Context: an optimization exercise on an open-source flow, tuned for small area, a short achievable clock period and few clock cycles per item. The choices shown serve that exercise and are no tape-out recipe.
Where RTL was checked, it was by simulation tests only, not by an equivalence proof against the original.
Power and IR drop assume default switching activity.

==> flow/design.v (excerpt) <==
module non_rest #(parameter n=16, s=16) (output wire [s-1:0] QUOTIENT, REMAINDER, output wire done,
    input wire [n-1:0] x, y, input wire clk, reset, start);
    reg [15:0] Q, R, M;    
    reg [3:0]  cnt;        
    reg        fin;
    assign QUOTIENT  = Q;
    assign REMAINDER = R;
    assign done      = fin;
    wire        busy = |cnt;
    wire [16:0] T    = {R, Q[15]};
    wire [17:0] D    = {1'b0, T} - {2'b0, M};
    wire        qb   = ~D[17];
    wire y_le1 = ~|y[15:1];
    wire q0    = y_le1 & (~y[0] | x[15]);
    wire r0    = x[15] & ~(y_le1 & y[0]);
    wire c8 = |y[15:8];
    wire c4 = |y[15:4];
    always @(posedge clk, posedge reset)
        if (reset) begin
            cnt <= 4'd0; fin <= 1'b0;
        end else if (start) begin
            if (c8) begin cnt <= 4'd8; fin <= 1'b0; end
            else if (c4) begin cnt <= 4'd12; fin <= 1'b0; end
            else begin cnt <= 4'd15; fin <= 1'b0; end
        end else if (busy) begin
            cnt <= cnt - 4'd1;
            if (cnt == 4'd1) fin <= 1'b1;
        end
    always @(posedge clk)
        if (start) begin
            M <= y;
            if (c8) begin R <= {8'd0, x[15:8]}; Q <= {x[7:0], 8'd0}; end
            else if (c4) begin R <= {12'd0, x[15:12]}; Q <= {x[11:0], 4'd0}; end
            else begin R <= {15'd0, r0}; Q <= {x[14:0], q0}; end
        end else if (busy) begin
            R <= qb ? D[15:0] : T[15:0];
            Q <= {Q[14:0], qb};
        end
endmodule
==> flow/config.mk <==
export PLATFORM = sky130hd
export DESIGN_NAME = non_rest
export DESIGN_NICKNAME = non_rest
export VERILOG_FILES = /design/flow/design.v
export SDC_FILE = /design/flow/constraint.sdc
export NUM_CORES = 4
export LEC_CHECK = 0
export ABC_AREA = 1
export CAP_MARGIN = 20
export CORE_MARGIN = 2
export CORE_UTILIZATION = 40
export SETUP_SLACK_MARGIN = 3.5
export SLEW_MARGIN = 20
==> flow/constraint.sdc <==
create_clock -name core_clock -period 6.0 [get_ports {clk}]
set_input_delay 1.2000 -clock core_clock [delete_from_list [all_inputs] [get_ports {clk}]]
set_output_delay 1.2000 -clock core_clock [all_outputs]
set_load 0.01 [all_outputs]
standard.sh (not shown) runs the stock make flow with config.mk's settings and CLKGATE_MAP_FILE= SYNTH_SCRIPT=/design/flow/synth_recipe.tcl, a recipe that flattens the netlist after the stock synthesis.
==> flow/flow/run.sh <==
#!/bin/bash
# Standard layout, with the port buffers made from buf_1 cells instead of the
# default choice; the resizer still upsizes any of them that timing needs.
set -euo pipefail
bash standard.sh "BUFFER_PORTS_ARGS=-buffer_cell sky130_fd_sc_hd__buf_1" finish > orfs_make.log 2>&1
Testbench counts at the start, summed over its fixed seeds: cycles 19,649, divisions 1,600.
==> next run, changes <==
==> flow/flow/run.sh (replaced) <==
#!/bin/bash
# Standard layout, with the port buffers made from buf_1 cells instead of the
# default choice (the resizer still upsizes any of them that timing needs),
# and power recovery (downsizing gates off the critical paths) after global
# routing's timing repair.
set -euo pipefail
bash standard.sh "BUFFER_PORTS_ARGS=-buffer_cell sky130_fd_sc_hd__buf_1" "RECOVER_POWER=100" finish > orfs_make.log 2>&1
Settings changed: ABC_AREA 1 to unset.
Effect: The new run finished clean. Cell count decreases by about 25%. Utilization increases by 0.24 points. Die area decreases by about 9%. Setup slack loses 1200 ps. Synthesized area decreases by 9.3%.
==> next run, changes <==
==> flow/flow/run.sh (replaced) <==
#!/bin/bash
# Standard layout, with the port buffers made from buf_1 cells instead of the
# default choice; the resizer still upsizes any of them that timing needs.
set -euo pipefail
bash standard.sh "BUFFER_PORTS_ARGS=-buffer_cell sky130_fd_sc_hd__buf_1" finish > orfs_make.log 2>&1
Settings changed: SETUP_SLACK_MARGIN 3.5 to 3.3.
Outcome: Sequential share of layout area barely changes; core utilization hardly moves; hold slack is better by 12 ps; synthesized area stays the same; count of clock-buffer cells in the layout climbs by 2; total power drops by 1.3%; clock skew climbs by 4.8 ps.
==> next run, changes <==
Settings changed: SETUP_SLACK_MARGIN 3.3 to 3.8.
Via count rises by 10%.
Sequential power climbs by about 2%.
Die area is unchanged.
Sequential cell count does not change.
Critical path depth does not change.
Register-to-register slack gains 310 ps.
Wire length goes up by 14%.
Final area went up by 22%.
Non-clock buffer count rose by 47.

Setup of v33:
The RTL this note starts from:
==> flow/design.v <==
module non_rest #(parameter n=16, s=16) (output wire [s-1:0] QUOTIENT, REMAINDER, output wire done,
    input wire [n-1:0] x, y, input wire clk, reset, start);
    reg [15:0] Q, R, M;
    reg [3:0]  cnt;
    reg        fin;
    assign QUOTIENT  = Q;
    assign REMAINDER = R;
    assign done      = fin;
    wire        busy = |cnt;
    wire [16:0] T    = {R, Q[15]};
    wire [17:0] D    = {1'b0, T} - {2'b0, M};
    wire        qb   = ~D[17];
    wire y_le1 = ~|y[15:1];
    wire q0    = y_le1 & (~y[0] | x[15]);
    wire r0    = x[15] & ~(y_le1 & y[0]);
    always @(posedge clk, posedge reset)
        if (reset) begin
            cnt <= 4'd0; fin <= 1'b0;
        end else if (start) begin
            cnt <= 4'd15; fin <= 1'b0;
        end else if (busy) begin
            cnt <= cnt - 4'd1;
            if (cnt == 4'd1) fin <= 1'b1;
        end
    always @(posedge clk)
        if (start) begin
            M <= y;
            R <= {15'd0, r0};
            Q <= {x[14:0], q0};
        end else if (busy) begin
            R <= qb ? D[15:0] : T[15:0];
            Q <= {Q[14:0], qb};
        end
endmodule
==> flow/config.mk <==
export PLATFORM = sky130hd
export DESIGN_NAME = non_rest
export DESIGN_NICKNAME = non_rest
export VERILOG_FILES = /design/flow/design.v
export SDC_FILE = /design/flow/constraint.sdc
export NUM_CORES = 4
export LEC_CHECK = 0
export CAP_MARGIN = 20
export CORE_MARGIN = 2
export CORE_UTILIZATION = 40
export SETUP_SLACK_MARGIN = 4.2
export SLEW_MARGIN = 20
==> flow/constraint.sdc <==
create_clock -name core_clock -period 6.0 [get_ports {clk}]
set_input_delay 1.2000 -clock core_clock [delete_from_list [all_inputs] [get_ports {clk}]]
set_output_delay 1.2000 -clock core_clock [all_outputs]
set_load 0.01 [all_outputs]
run.sh (not shown) runs the stock make flow with config.mk's settings and CLKGATE_MAP_FILE= SYNTH_SCRIPT=/design/flow/synth_recipe.tcl, a recipe that flattens the netlist after the stock synthesis.
Stock flow here: none of the scripts above is used.
v33 completed every stage of the flow, and the final layout passed the timing, design-rule and antenna checks.
Relative to v33, the following input files were edited for v34:
Settings: SETUP_SLACK_MARGIN changed from 4.2 to 3.5.
Results
- Per the comparison of v34 with v33, die area level; sum of internal, switching and leakage power shrank by 12%; non-clock buffer count in the final layout went down; global routing met3 resource utilization fell by 0.24 points; row count held steady.
- Relative to v33, fraction of met1 tracks used by global routing decreased by 4.0 points in v34.
- Synthesized cell count: v33 vs v34 identical
- Measured against each other, v33 and v34 differ in final worst hold slack, the higher figure coming from v33.
- v34 ends up with lower post-route cell area than v33 does.
- Against v33, v34 comes in 3.1 points lower on global routing usage summed across all routing layers.
Edits applied to the flow inputs when going from v34 to v27:
Settings: clearing SETUP_SLACK_MARGIN, which used to be 3.5.
Notes after the runs:
In the tables for v27 and v34, switching power reads lower with v27.
Compared with v34, v27 ends up with less cell area.
Relative to v34, share of final-layout standard cells stronger than drive strength 1 has decreased by 8.2 points in v27.
Compared with v34, v27 shows a lower non-clock buffer count.
Between v27 and v34, the number of gates given a new drive strength after cts is higher for v34.
Final wirelength of v27 falls short of that of v34 by a few percent.
| data arrival at the endpoint of the critical path | v27 vs v34 | 220 ps higher |
No functional check of the RTL was part of any run of this note.

==> afterwards: timing with drivers on the ports <==
No port has a modelled driver above. Below, the same layouts with a new extraction and two added sets of constraints.
Step 1 sets driving cells, clkbuf_16 on the clock port and buf_2 on the other inputs (assumed; they add their load-dependent delay and slew).
Step 2 moves the port delays by t, midway between the first and last clock arrival at a register: inputs arrive t later, outputs are due t later. That takes back most of the time a late clock gives input paths.
Slacks: ideal / step 1 / step 2; pairs: ideal / step 1.
run	shift t [ns]	setup WS [ns]	hold slack, ns	worst setup path at the end	worst slew at a driven data input, ns
the first run of note 1	0.330	3.661 / 3.671 / 3.341	0.536 / 0.536 / 0.536	input to register	0.04
the second run of note 1	0.343	2.461 / 2.471 / 2.128	0.519 / 0.519 / 0.519	input to register	0.03
the third run of note 1	0.336	3.392 / 3.392 / 3.105	0.531 / 0.531 / 0.531	input to register	0.03
the fourth run of note 1	0.339	3.664 / 3.656 / 3.317	0.525 / 0.525 / 0.525	input to register	0.05
v33	0.348	3.667 / 3.667 / 3.582	0.515 / 0.515 / 0.515	input to register	0.06
v34	0.341	3.481 / 3.489 / 3.148	0.508 / 0.508 / 0.508	input to register	0.04
v27	0.343	3.152 / 3.160 / 2.817	0.507 / 0.507 / 0.507	input to register	0.04
After both steps setup and hold are still met in every run listed. The setup slack of the fourth run of note 1, which loses most, moves by -0.008 ns with the drivers and by -0.347 ns with both steps.
